Context: an optimization exercise on an open-source flow, tuned for small area. The choices shown serve that exercise and are no tape-out recipe.
Only simulation tests tie the RTL to the original design; equivalence was not proved.

==> flow/design.v (outline; a module is shown in full before it is edited, if it fits) <==
// module Top_FFT: 2676 lines
module Top_FFT #(parameter INTEGER_SIZE = 8, FRACT_SIZE = 8, NFFT = 128) (
    input  wire clk, rst,
    input  wire start_FFT,
    input  wire signed [INTEGER_SIZE+FRACT_SIZE-1:0] serial_in_r, serial_in_i,
    output wire signed [INTEGER_SIZE+FRACT_SIZE-1:0] serial_out_r, serial_out_i,
    output wire end_FFT, data_valid_FFT
);
  // ...
==> flow/run.sh <==
#!/bin/bash
# synth_recipe.tcl (not shown) runs the flow's synth.tcl, then flattens the netlist and writes it again
# the make line also repeats each setting of config.mk as NAME=value (left out here)
make -C /OpenROAD-flow-scripts/flow DESIGN_CONFIG=/design/flow/config.mk WORK_HOME=/design/flow/orfs CLKGATE_MAP_FILE= SYNTH_SCRIPT=/design/flow/synth_recipe.tcl finish
==> flow/config.mk <==
export PLATFORM = sky130hd
export DESIGN_NAME = Top_FFT
export DESIGN_NICKNAME = Top_FFT
export VERILOG_FILES = /design/flow/design.v
export SDC_FILE = /design/flow/constraint.sdc
export NUM_CORES = 4
export LEC_CHECK = 0
export CAP_MARGIN = 5
export CORE_MARGIN = 2
export CORE_UTILIZATION = 65
export CTS_BUF_LIST = sky130_fd_sc_hd__clkbuf_8
export CTS_CLUSTER_DIAMETER = 60
export CTS_CLUSTER_SIZE = 16
export PLACE_DENSITY = 0.72
export SLEW_MARGIN = 5
==> flow/constraint.sdc <==
create_clock -name core_clock -period 12.0 [get_ports {clk}]
set_input_delay 2.4000 -clock core_clock [delete_from_list [all_inputs] [get_ports {clk}]]
set_output_delay 2.4000 -clock core_clock [all_outputs]
set_load 0.01 [all_outputs]
==> results.ini, run 1 <==
[run_status]
status=no timing/DRC/antenna violations

[final_layout]
multi_input_area_um2=45000
nClkBuffers=333
largest_register_ffs=2048
drive_gt1_frac=0.07183
nets=11640
syn_to_final_growth_pct=7.073
seq_share=0.5912

[floorplan]
num_rows=166

[yosys]
synthesis.nets=11460
ys_types=92
yosysMostFrequentCell=dfxtp_1
ys_top_cells_by_area=dfxtp_1 (63%), fa_1 (14%), xnor2_1 (3.5%), ha_1 (3.0%), inv_1 (2.0%)

[global_routing]
grt_util_met3=0.04633

[worst_setup_path]
path_common_cell=fa_1
reg2reg_to=s5_in_i[15]
endpoint_kind=output pin

[detailed_routing]
drt_iter0_drc=4965
drt_wl_total_um=270800
routed-wl-met3_um=15450
maxUsedRoutingLayer=met5
vias=69610

[sta]
rsz0062_at_grt=no
max_slew_margin=0.07491

==> run 2: changes to the inputs <==
--- a/flow/config.mk
+++ b/flow/config.mk
@@ -9,7 +9,7 @@
 export CORE_MARGIN = 2
 export CORE_UTILIZATION = 65
 export CTS_BUF_LIST = sky130_fd_sc_hd__clkbuf_8
-export CTS_CLUSTER_DIAMETER = 60
-export CTS_CLUSTER_SIZE = 16
+export CTS_CLUSTER_DIAMETER = 70
+export CTS_CLUSTER_SIZE = 14
 export PLACE_DENSITY = 0.72
 export SLEW_MARGIN = 5
==> run 2 against run 1 <==
First-iteration DRC count down 2.4%. Register-to-register slack better by 0.08 ns. Cell count up 0.15%. Count of clock-buffer cells in the layout up 30. Synthesized cell count unchanged. Non-clock buffer count unchanged. Die area unchanged. Worst hold slack better by 0.015 ns. Largest cell class unchanged. Highest routed layer unchanged.
==> results.ini, run 2 <==
[worst_setup_path]
timing.rr.start=s4_dl[240]  ; unchanged
startpoint=cnt[0]  ; unchanged
cp.depth=20  ; unchanged
reg2reg_depth=41  ; unchanged
endpoint_kind=output pin  ; unchanged
critPathMaxFanout=54  ; unchanged
startpoint_type=register  ; unchanged
max_stage_delay_ns=0.60  ; about the same
reg2reg_to=s5_in_i[15]  ; unchanged
crit_buf_inv=4  ; unchanged
path_class=reg -> out  ; unchanged
slowest_stage=clkdlybuf4s50_1  ; unchanged
crit_chain=inv_2, buf_4, buf_6, nor2_1, fa_1, fa_1, fa_1, fa_1, fa_1, fa_1, fa_1, fa_1, fa_1, fa_1, fa_1, fa_1, fa_1, xor2_1, xnor2_1, clkdlybuf4s50_1  ; unchanged
crit_required_ns=9.60  ; about the same
cp.arrival_ns=9.19  ; was 9.17 ns
path_common_cell=fa_1  ; unchanged
path_delay_family=adder cells  ; unchanged
r2r_slack_ns=0.98  ; was 0.90 ns

[global_routing]
track_usage=0.2668  ; was 0.2647
antenna_found_initial=24  ; was 23
grt_first_pass_wirelength_um=429500  ; was 427,100 µm
grt_overflow=0  ; unchanged
grt_max_degree=63  ; unchanged
grt_pass1_vias=74160  ; was 73,710

[clock_network]
cts_tree=done  ; unchanged
cts_buffer_depth=4  ; unchanged
htree_levels=5  ; unchanged
cts.sinks=4233  ; unchanged
clk_latency_ns=1.09  ; was 1.08 ns
cts_made_buffers=358  ; was 327
clk_pin_slew_worst_paths_ns=0.09  ; about the same
ctsResizeCount=0  ; unchanged
cts_setup_buffers=0  ; unchanged
cts_root_buf=clkbuf_8  ; unchanged
cts_hold_buf=0  ; unchanged

[detailed_routing]
vias=69900  ; was 69,610
drt_wl_total_um=273000  ; was 270,800 µm
via_per_inst=5.331  ; was 5.316
wire_per_inst_um=20.82  ; was 20.68 µm
postRouteAntennaNets=0  ; unchanged
dr.pass1.iters=6  ; was 5
drc=0  ; unchanged
drt_iter0_drc=4844  ; was 4,965

[yosys]
yosys_register_bits=4233  ; unchanged
ys_seq_area_frac=0.6329  ; unchanged
synth.top_cell.area_share=0.6312  ; unchanged
synth_cells=10170  ; unchanged
synth_largest_area_cell=dfxtp_1  ; unchanged
synth-edff-count=0  ; unchanged
synth.avg_cell_area_um2=13.18  ; unchanged
synth_area_um2=134000  ; unchanged
ys_top_cells_by_area=dfxtp_1 (63%), fa_1 (14%), xnor2_1 (3.5%), ha_1 (3.0%), inv_1 (2.0%)  ; unchanged
async_flop_share=0.002126  ; unchanged
yosys-top-cells-count=dfxtp_1 (4,224), fa_1 (929), inv_1 (726), xnor2_1 (531), nor2_1 (507)  ; unchanged
synth_top_flop_cell=dfxtp_1  ; unchanged
yosysMostFrequentCell=dfxtp_1  ; unchanged
synthesis.nets=11460  ; unchanged
ys_warn_count=1  ; unchanged
ys_types=92  ; unchanged

[final_layout]
n_fill_cell=13770  ; was 13,750
nets=11670  ; was 11,640
final_cell_mix=dfxtp_1 (4,224), fa_1 (929), inv_1 (731), xnor2_1 (524), nor2_1 (506)  ; was dfxtp_1 (4,224), fa_1 (929), inv_1 (734), xnor2_1 (524), nor2_1 (506)
drive_gt1_frac=0.07364  ; was 0.07183
utilization=0.7018  ; was 0.7004
syn_to_final_growth_pct=7.290  ; was 7.073%
top_regs=s1_dl x2048, s2_dl x1024, s3_dl x512  ; unchanged
mostFrequentLayoutCell=dfxtp_1  ; unchanged
final_area_um2=143700  ; was 143,400 µm²
top_register=s1_dl  ; unchanged
largest_register_ffs=2048  ; unchanged

[floorplan]
start_util=0.6541  ; unchanged
num_rows=166  ; unchanged
ios=69  ; unchanged
die_h_um=458.0  ; unchanged
die_area_um2=209700  ; unchanged
coreArea_um2=204800  ; unchanged
dieWidth_um=458.0  ; unchanged

[run]
maxCapViolCount=0  ; unchanged

[sta]
tightest_slew_ns=1.392  ; was 1.388 ns
post-route-period-util=0.9658  ; was 0.9642
max_slew_margin=0.07211  ; was 0.07491
fin_skew_ns=0.1107  ; was 0.1314 ns
finalSetupViolations=0  ; unchanged
max_freq_mhz=86.29  ; was 86.43 MHz
finalMaxSlewViolations=0  ; unchanged
rsz0062_at_grt=no  ; unchanged
finalCriticalPeriod_ns=11.59  ; was 11.57 ns
hold_violations=0  ; unchanged
fin_tns_setup_ns=0  ; unchanged

[worst_hold_path]
holdCritPathClass=reg -> reg  ; unchanged
hold_start=s2_dl[1]  ; was s2_dl[332]
hold_end=s2_dl[33]  ; was s2_dl[364]
holdPathStages=0  ; unchanged

[run_status]
status=no timing/DRC/antenna violations  ; unchanged

[place]
place_area_um2=138400  ; unchanged
portBuffers=68  ; unchanged
gp_congestion=0.9209  ; unchanged
dpl.hpwl_um=190000  ; unchanged

## run 2: cell counts after synthesis
Identical to the previous run, type by type.
## run 2: metal layers
layer / wire, µm / GRT usage
met5: 126 / 0
met4: 12770 / 0.1239
met3: 15700 / 0.04360
met2: 126100 / 0.4238
met1: 118300 / 0.3618
## run 2: kinds of logic after synthesis
| kind of cell | count (synthesis) | synth area share |
|---|---|---|
| AO/OA/AOI/OAI | 1386 | 0.06258 |
| XOR/XNOR | 752 | 0.04927 |
| adder cells (fa/ha/maj) | 1254 | 0.1692 |
| buffers and inverters | 1191 | 0.03453 |
| flip-flops | 4233 | 0.6329 |
| multiplexers | 187 | 0.01427 |
| AND/OR/NAND/NOR | 1165 | 0.03727 |
## run 2: final cells by class
class | instances | area, µm² | share of cell area
clock buffer | 363 | 4996 | 0.03476
timing repair buffer | 304 | 2485 | 0.01729
sequential | 4233 | 84800 | 0.5900
clock inverter | 30 | 281.5 | 0.001959
multi-input combinational | 4744 | 45000 | 0.3131
antenna | 8 | 20.02 | 0.0001393
tap | 2688 | 3363 | 0.02340
inverter | 742 | 2786 | 0.01939
## run 2: per-stage QoR
step                      hold WS (ns)  setup WS [ns]  cells
after floorplan                 0.3096          1.018  10170
after global placement          0.3096         0.2290  12710
after detailed placement        0.3121         0.2662  12710
after CTS                       0.2353        0.09034  13100
after global routing            0.2365        0.02164  13110
final                           0.2454         0.4108  13110
## run 2: worst max-delay path by stage
stage	end	slack, ns
after CTS	serial_out_r[15]	0.09
after detailed placement	s1_dl[15]	0.27
after global placement	s1_dl[15]	0.23
after floorplan	s1_dl[15]	1.02
final	serial_out_r[15]	0.41
after global routing	serial_out_r[15]	0.02
==> run 3: changes to the inputs <==
==> flow/flow/run.sh (new file) <==
#!/bin/bash
# The standard layout (standard.sh) with one change: clock tree synthesis without dummy loads.
# The CTS arguments are otherwise those that config.mk's CTS settings give the standard flow.
set -o pipefail
export CTS_ARGS="-sink_clustering_enable -repair_clock_nets -sink_clustering_size 16 -sink_clustering_max_diameter 60 -buf_list sky130_fd_sc_hd__clkbuf_8 -dont_use_dummy_load"
echo "CTS_ARGS=$CTS_ARGS" > run.log
bash standard.sh > standard.log 2>&1
status=$?
echo "standard.sh exit $status" >> run.log
exit $status
==> flow/standard.sh (new file) <==
#!/bin/bash
# synth_recipe.tcl (not shown) runs the flow's synth.tcl, then flattens the netlist and writes it again
# the make line also repeats each setting of config.mk as NAME=value (left out here)
make -C /OpenROAD-flow-scripts/flow DESIGN_CONFIG=/design/flow/config.mk WORK_HOME=/design/flow/orfs CLKGATE_MAP_FILE= SYNTH_SCRIPT=/design/flow/synth_recipe.tcl "${@:-finish}"
--- a/flow/config.mk
+++ b/flow/config.mk
@@ -9,7 +9,7 @@
 export CORE_MARGIN = 2
 export CORE_UTILIZATION = 65
 export CTS_BUF_LIST = sky130_fd_sc_hd__clkbuf_8
-export CTS_CLUSTER_DIAMETER = 70
-export CTS_CLUSTER_SIZE = 14
+export CTS_CLUSTER_DIAMETER = 60
+export CTS_CLUSTER_SIZE = 16
 export PLACE_DENSITY = 0.72
 export SLEW_MARGIN = 5
removed: flow/run.sh
==> run 3 against run 2 <==
Still clean on timing, DRC and antenna. Cell count is 0.51% lower. Count of clock-buffer cells in the layout down 36. First-iteration DRC count up 0.72%. Via count fell by 0.52%. Global-route usage decreased by 0.36 points. Die area unchanged. Final area fell by 0.54%. Sequential share of layout area is 0.32 points higher. Highest routed layer unchanged.
==> results.ini, run 3 <==
[clock_network]
cts_hold_buf=0  ; unchanged
cts_root_buf=clkbuf_8  ; unchanged
cts_buffer_depth=4  ; unchanged
clk_latency_ns=1.06  ; was 1.09 ns
cts_setup_buffers=0  ; unchanged
ctsResizeCount=0  ; unchanged
clk_pin_slew_worst_paths_ns=0.10  ; was 0.09 ns
cts_tree=done  ; unchanged
cts_made_buffers=327  ; was 358
htree_levels=5  ; unchanged
cts.sinks=4233  ; unchanged

[detailed_routing]
postRouteAntennaNets=0  ; unchanged
drt_iter0_drc=4879  ; was 4,844
via_per_inst=5.330  ; was 5.331
dr.pass1.iters=9  ; was 6
vias=69530  ; was 69,900
drt_wl_total_um=269400  ; was 273,000 µm
wire_per_inst_um=20.66  ; was 20.82 µm
drc=0  ; unchanged

[sta]
tightest_slew_ns=1.373  ; was 1.392 ns
fin_tns_setup_ns=0  ; unchanged
rsz0062_at_grt=no  ; unchanged
finalCriticalPeriod_ns=11.56  ; was 11.59 ns
finalSetupViolations=0  ; unchanged
hold_violations=0  ; unchanged
max_freq_mhz=86.47  ; was 86.29 MHz
post-route-period-util=0.9637  ; was 0.9658
fin_skew_ns=0.1381  ; was 0.1107 ns
max_slew_margin=0.08481  ; was 0.07211
finalMaxSlewViolations=0  ; unchanged

[yosys]
synth-edff-count=0  ; unchanged
yosys-top-cells-count=dfxtp_1 (4,224), fa_1 (929), inv_1 (726), xnor2_1 (531), nor2_1 (507)  ; unchanged
ys_top_cells_by_area=dfxtp_1 (63%), fa_1 (14%), xnor2_1 (3.5%), ha_1 (3.0%), inv_1 (2.0%)  ; unchanged
async_flop_share=0.002126  ; unchanged
ys_warn_count=1  ; unchanged
synth_cells=10170  ; unchanged
yosys_register_bits=4233  ; unchanged
synth_largest_area_cell=dfxtp_1  ; unchanged
synth.top_cell.area_share=0.6312  ; unchanged
ys_types=92  ; unchanged
synth.avg_cell_area_um2=13.18  ; unchanged
synthesis.nets=11460  ; unchanged
synth_area_um2=134000  ; unchanged
ys_seq_area_frac=0.6329  ; unchanged
yosysMostFrequentCell=dfxtp_1  ; unchanged
synth_top_flop_cell=dfxtp_1  ; unchanged

[run_status]
status=no timing/DRC/antenna violations  ; unchanged

[global_routing]
grt_pass1_vias=73560  ; was 74,160
grt_first_pass_wirelength_um=424800  ; was 429,500 µm
grt_overflow=0  ; unchanged
antenna_found_initial=21  ; was 24
grt_max_degree=63  ; unchanged
track_usage=0.2632  ; was 0.2668

[worst_setup_path]
cp.arrival_ns=9.16  ; was 9.19 ns
critPathMaxFanout=54  ; unchanged
path_class=reg -> out  ; unchanged
path_delay_family=adder cells  ; unchanged
crit_required_ns=9.60  ; about the same
startpoint_type=register  ; unchanged
crit_chain=inv_2, buf_4, buf_6, nor2_1, fa_1, fa_1, fa_1, fa_1, fa_1, fa_1, fa_1, fa_1, fa_1, fa_1, fa_1, fa_1, fa_1, xor2_1, xnor2_1, clkdlybuf4s50_1  ; unchanged
path_common_cell=fa_1  ; unchanged
slowest_stage=clkdlybuf4s50_1  ; unchanged
endpoint_kind=output pin  ; unchanged
max_stage_delay_ns=0.60  ; about the same
crit_buf_inv=4  ; unchanged

[place]
dpl.hpwl_um=190000  ; unchanged
portBuffers=68  ; unchanged
gp_congestion=0.9209  ; unchanged

[run]
maxCapViolCount=0  ; unchanged

[final_layout]
mostFrequentLayoutCell=dfxtp_1  ; unchanged
n_fill_cell=13820  ; was 13,770
largest_register_ffs=2048  ; unchanged
utilization=0.6980  ; was 0.7018
top_regs=s1_dl x2048, s2_dl x1024, s3_dl x512  ; unchanged
syn_to_final_growth_pct=6.709  ; was 7.290%
final_cell_mix=dfxtp_1 (4,224), fa_1 (929), inv_1 (726), xnor2_1 (524), nor2_1 (506)  ; was dfxtp_1 (4,224), fa_1 (929), inv_1 (731), xnor2_1 (524), nor2_1 (506)
nets=11640  ; was 11,670
top_register=s1_dl  ; unchanged
drive_gt1_frac=0.06821  ; was 0.07364

[floorplan]
ios=69  ; unchanged
coreArea_um2=204800  ; unchanged
num_rows=166  ; unchanged
start_util=0.6541  ; unchanged
die_h_um=458.0  ; unchanged
dieWidth_um=458.0  ; unchanged
die_area_um2=209700  ; unchanged

[worst_hold_path]
holdCritPathClass=reg -> reg  ; unchanged

## run 3: through the flow
| step | std cells | hold slack (ns) | worst slack, ns | instance area [µm²] |
|---|---|---|---|---|
| after global placement | 12710 | 0.3096 | 0.2290 | 138400 |
| after global routing | 13040 | 0.2376 | 0.06898 | 142900 |
| after detailed placement | 12710 | 0.3121 | 0.2662 | 138400 |
| after floorplan | 10170 | 0.3096 | 1.018 | 134000 |
| final | 13050 | 0.2431 | 0.4350 | 143000 |
| after CTS | 13040 | 0.2339 | 0.1300 | 142900 |
## run 3: final timing paths
| kind | endpoint | cells after the start | from | slack [ns] |
|---|---|---|---|---|
| worst max-delay path | serial_out_r[15] | 20 | cnt[0] | 0.44 |
| worst min register to register | s6_dl[38] | 0 | s6_dl[6] | 0.24 |
| worst max register to register | s5_in_i[15] | 41 | s4_dl[240] | 0.85 |
| max in group asynchronous | cnt[6] | 1 | rst | 9.75 |
| min in group asynchronous | cnt[5] | 1 | rst | 1.76 |
| worst min-delay path | s6_dl[38] | 0 | s6_dl[6] | 0.24 |
## run 3: final cells by class
cell class | count | area (µm²) | share of cell area
antenna | 7 | 17.52 | 0.0001225
clock buffer | 327 | 4501 | 0.03148
inverter | 742 | 2786 | 0.01949
multi-input combinational | 4744 | 45000 | 0.3148
sequential | 4233 | 84800 | 0.5932
tap | 2688 | 3363 | 0.02353
timing repair buffer | 304 | 2485 | 0.01738
## run 3: per-layer routing
metal | GRT usage | part of all wire | up-vias
met5 | 0 | 0.00046 | -
met4 | 0.1206 | 0.048 | 18
met3 | 0.04602 | 0.059 | 676
met2 | 0.4174 | 0.46 | 2068
met1 | 0.3562 | 0.43 | 34210
li1 | - | - | 32560
## run 3: worst reg2reg max path, delay by kind of cell (launching register included)
kind            cells  cell delay, ns
simple gates        2            0.21
buf+inv             3            0.18
compound gates     18            4.73
fa+ha+maj          11            4.33
xor+xnor            6            1.02
mux                 1            0.18
flops               1            0.34
## run 3: cells by family (layout without fill, tap and decap cells)
family | count (synthesis) | in the layout | synth area share
other | 0 | 7 | 0
buffers and inverters | 1191 | 1373 | 0.03453
multiplexers | 187 | 187 | 0.01427
flip-flops | 4233 | 4233 | 0.6329
adder cells (fa/ha/maj) | 1254 | 1254 | 0.1692
AND/OR/NAND/NOR | 1165 | 1165 | 0.03727
AO/OA/AOI/OAI | 1386 | 1386 | 0.06258
XOR/XNOR | 752 | 752 | 0.04927
==> run 4: changes to the inputs <==
==> flow/flow/run.sh (replaced) <==
#!/bin/bash
# The standard layout (standard.sh) with two changes: clock tree synthesis without dummy loads
# (the CTS arguments are otherwise those that config.mk's CTS settings give the standard flow), and
# every input and output port still gets its own buffer, but a sky130_fd_sc_hd__buf_1.
set -o pipefail
export CTS_ARGS="-sink_clustering_enable -repair_clock_nets -sink_clustering_size 16 -sink_clustering_max_diameter 60 -buf_list sky130_fd_sc_hd__clkbuf_8 -dont_use_dummy_load"
export BUFFER_PORTS_ARGS="-buffer_cell sky130_fd_sc_hd__buf_1"
echo "CTS_ARGS=$CTS_ARGS" > run.log
echo "BUFFER_PORTS_ARGS=$BUFFER_PORTS_ARGS" >> run.log
bash standard.sh > standard.log 2>&1
status=$?
echo "standard.sh exit $status" >> run.log
exit $status
==> run 4 against run 3 <==
Worst setup slack better by 0.16 ns. Critical path depth stayed put. Cell count hardly changed. Routed wire length is 0.86% higher. Synthesized area stayed put. First-iteration DRC count is 13% higher.
==> results.ini, run 4 <==
[final_layout]
syn_to_final_growth_pct=6.285  ; was 6.709%
top_regs=s1_dl x2048, s2_dl x1024, s3_dl x512  ; unchanged
top_register=s1_dl  ; unchanged
final_cell_mix=dfxtp_1 (4,224), fa_1 (929), inv_1 (726), xnor2_1 (524), nor2_1 (506)  ; unchanged
final_area_um2=142400  ; was 143,000 µm²
nets=11630  ; was 11,640
mostFrequentLayoutCell=dfxtp_1  ; unchanged
drive_gt1_frac=0.06677  ; was 0.06821
largest_register_ffs=2048  ; unchanged

[floorplan]
start_util=0.6541  ; unchanged
coreArea_um2=204800  ; unchanged
dieWidth_um=458.0  ; unchanged
die_area_um2=209700  ; unchanged
ios=69  ; unchanged
die_h_um=458.0  ; unchanged
num_rows=166  ; unchanged

[worst_setup_path]
timing.rr.start=s4_dl[240]  ; unchanged
crit_buf_inv=4  ; unchanged
reg2reg_to=s4_dl[15]  ; was s5_in_i[15]
critPathMaxFanout=56  ; was 54
slowest_stage=buf_4  ; was clkdlybuf4s50_1
crit_required_ns=9.60  ; about the same
max_stage_delay_ns=0.64  ; was 0.60 ns
r2r_slack_ns=0.92  ; was 0.85 ns
cp.arrival_ns=9.00  ; was 9.16 ns
endpoint_kind=output pin  ; unchanged
reg2reg_depth=45  ; was 41
crit_chain=inv_2, buf_4, buf_4, nor2_1, fa_1, fa_1, fa_1, fa_1, fa_1, fa_1, fa_1, fa_1, fa_1, fa_1, fa_1, fa_1, fa_1, xor2_1, xnor2_1, buf_1  ; was inv_2, buf_4, buf_6, nor2_1, fa_1, fa_1, fa_1, fa_1, fa_1, fa_1, fa_1, fa_1, fa_1, fa_1, fa_1, fa_1, fa_1, xor2_1, xnor2_1, clkdlybuf4s50_1
path_delay_family=adder cells  ; unchanged
path_common_cell=fa_1  ; unchanged
path_class=reg -> out  ; unchanged
startpoint_type=register  ; unchanged

[clock_network]
cts.sinks=4233  ; unchanged
cts_setup_buffers=0  ; unchanged
cts_hold_buf=0  ; unchanged
cts_tree=done  ; unchanged
cts_root_buf=clkbuf_8  ; unchanged
cts_buffer_depth=4  ; unchanged
ctsResizeCount=0  ; unchanged
cts_made_buffers=323  ; was 327
clk_latency_ns=1.10  ; was 1.06 ns
htree_levels=5  ; unchanged
clk_pin_slew_worst_paths_ns=0.09  ; was 0.10 ns

[run]
maxCapViolCount=0  ; unchanged

[place]
gp_congestion=0.9423  ; was 0.9209
portBuffers=68  ; unchanged
place_area_um2=137900  ; was 138,400 µm²
pre_cts_ws_ns=0.3767  ; was 0.2662 ns
dpl.hpwl_um=190600  ; was 190,000 µm

[detailed_routing]
postRouteAntennaNets=0  ; unchanged
drt_iter0_drc=5530  ; was 4,879
vias=69700  ; was 69,530
wire_per_inst_um=20.85  ; was 20.66 µm
dr.pass1.iters=6  ; was 9
drc=0  ; unchanged
drt_wl_total_um=271800  ; was 269,400 µm
via_per_inst=5.348  ; was 5.330

[global_routing]
antenna_found_initial=24  ; was 21
track_usage=0.2635  ; was 0.2632
grt_max_degree=64  ; was 63
grt_overflow=0  ; unchanged
grt_util_met3=0.04186  ; was 0.04602
grtUsageMet2=0.4138  ; was 0.4174
grt_busiest_layer=met2  ; unchanged
grtUsageMet1=0.3666  ; was 0.3562
grt_first_pass_wirelength_um=423800  ; was 424,800 µm
grt_pass1_vias=72410  ; was 73,560

[yosys]
ys_top_cells_by_area=dfxtp_1 (63%), fa_1 (14%), xnor2_1 (3.5%), ha_1 (3.0%), inv_1 (2.0%)  ; unchanged
ys_warn_count=1  ; unchanged
synthesis.nets=11460  ; unchanged
synth_cells=10170  ; unchanged
yosys_register_bits=4233  ; unchanged
yosysMostFrequentCell=dfxtp_1  ; unchanged
ys_seq_area_frac=0.6329  ; unchanged
synth.avg_cell_area_um2=13.18  ; unchanged
synth_largest_area_cell=dfxtp_1  ; unchanged
async_flop_share=0.002126  ; unchanged
yosys-top-cells-count=dfxtp_1 (4,224), fa_1 (929), inv_1 (726), xnor2_1 (531), nor2_1 (507)  ; unchanged
synth-edff-count=0  ; unchanged
synth_top_flop_cell=dfxtp_1  ; unchanged
synth.top_cell.area_share=0.6312  ; unchanged
ys_types=92  ; unchanged
synth_area_um2=134000  ; unchanged

[worst_hold_path]
holdPathStages=0  ; unchanged
hold_end=s3_dl[83]  ; was s6_dl[38]
hold_start=s3_dl[51]  ; was s6_dl[6]
holdCritPathClass=reg -> reg  ; unchanged

[sta]
finalMaxSlewViolations=0  ; unchanged
finalSetupViolations=0  ; unchanged
rsz0062_at_grt=no  ; unchanged
post-route-period-util=0.9503  ; was 0.9637
max_freq_mhz=87.69  ; was 86.47 MHz
finalCriticalPeriod_ns=11.40  ; was 11.56 ns
max_slew_margin=0.1290  ; was 0.08481
tightest_slew_ns=1.307  ; was 1.373 ns
hold_violations=0  ; unchanged
setup_ws_ns=0.5966  ; was 0.4350 ns
fin_skew_ns=0.1696  ; was 0.1381 ns
fin_tns_setup_ns=0  ; unchanged

[run_status]
status=no timing/DRC/antenna violations  ; unchanged

run 4: cell counts after synthesis:
Identical to the previous run, type by type.
run 4: worst max-delay path by stage:
stage                    from          endpoint  slack [ns]  cells after the start
6_report               cnt[0]  serial_out_r[15]        0.60                     20
5_1_grt                cnt[0]  serial_out_r[15]        0.21                     20
4_1_cts                cnt[0]  serial_out_r[15]        0.45                     22
3_5_place_dp   serial_in_r[0]       s3_in_i[15]        0.38                     35
3_3_place_gp   serial_in_r[0]         s1_dl[15]        0.40                     36
2_1_floorplan  serial_in_r[0]         s1_dl[15]        1.02                     35
run 4: cells by family after synthesis:
kind of cell | after synthesis | share of synthesized area
multiplexers | 187 | 0.01427
AO/OA/AOI/OAI | 1386 | 0.06258
buffers and inverters | 1191 | 0.03453
AND/OR/NAND/NOR | 1165 | 0.03727
XOR/XNOR | 752 | 0.04927
flip-flops | 4233 | 0.6329
adder cells (fa/ha/maj) | 1254 | 0.1692
run 4: metal layers:
metal | vias to the layer above | routed length [µm] | share of wire
met1 | 34270 | 120000 | 0.44
met4 | 14 | 12350 | 0.045
met2 | 2226 | 123700 | 0.46
met3 | 655 | 15640 | 0.058
met5 | - | 95 | 0.00035
li1 | 32540 | - | -
run 4: layout make-up:
cell class	instances	area [µm²]
Inverter	742	2786
Antenna cell	11	27.53
Fill cell	13980	62410
Timing Repair Buffer	292	1962
Multi-Input combinational cell	4744	45000
Clock buffer	323	4446
Tap cell	2688	3363
Sequential cell	4233	84800
run 4: through the flow:
stage	hold WS (ns)	util	cells
after floorplan	0.3096	-	10170
after global placement	0.3095	0.6734	12700
after global routing	0.2307	0.6952	13030
after detailed placement	0.3121	0.6734	12700
final	0.2343	0.6953	13030
after CTS	0.2183	0.6951	13020

-- separate check: timing with driven ports --
The flow's constraints put no driver on any port. The routed layouts listed below were extracted and timed again, unchanged, in two steps.
Step 1 (the two cells are an assumption about what drives the block):
set clk [get_ports {clk}]
set_driving_cell -lib_cell sky130_fd_sc_hd__clkbuf_16 $clk
set_driving_cell -lib_cell sky130_fd_sc_hd__buf_2 [delete_from_list [all_inputs] $clk]
Step 2 adds t to the input delays and takes it off the output delays; t is the mean of the earliest and latest rising clock arrival at the registers after step 1. Input paths then give back, and output paths get back, about the clock's delay inside the block.
Three values: ideal ports, drivers, drivers and shift; two values: the first two.
run	t, ns	slack for setup (ns)	worst setup path at the end	slew at the worst register clock pin (ns)	worst slew at a driven data input, ns
run 1	1.107	0.429 / 0.343 / 0.118	input to register	0.12 / 0.12	0.13
run 2	1.119	0.411 / 0.328 / 0.184	input to register	0.12 / 0.12	0.14
run 3	1.097	0.435 / 0.348 / 0.135	input to register	0.10 / 0.10	0.15
run 4	1.103	0.597 / 0.514 / 0.230	input to register	0.12 / 0.12	0.21
After both steps setup and hold are still met in every run listed. For run 4, which loses most, drivers alone change the setup slack by -0.083 ns; drivers and shift together by -0.367 ns.
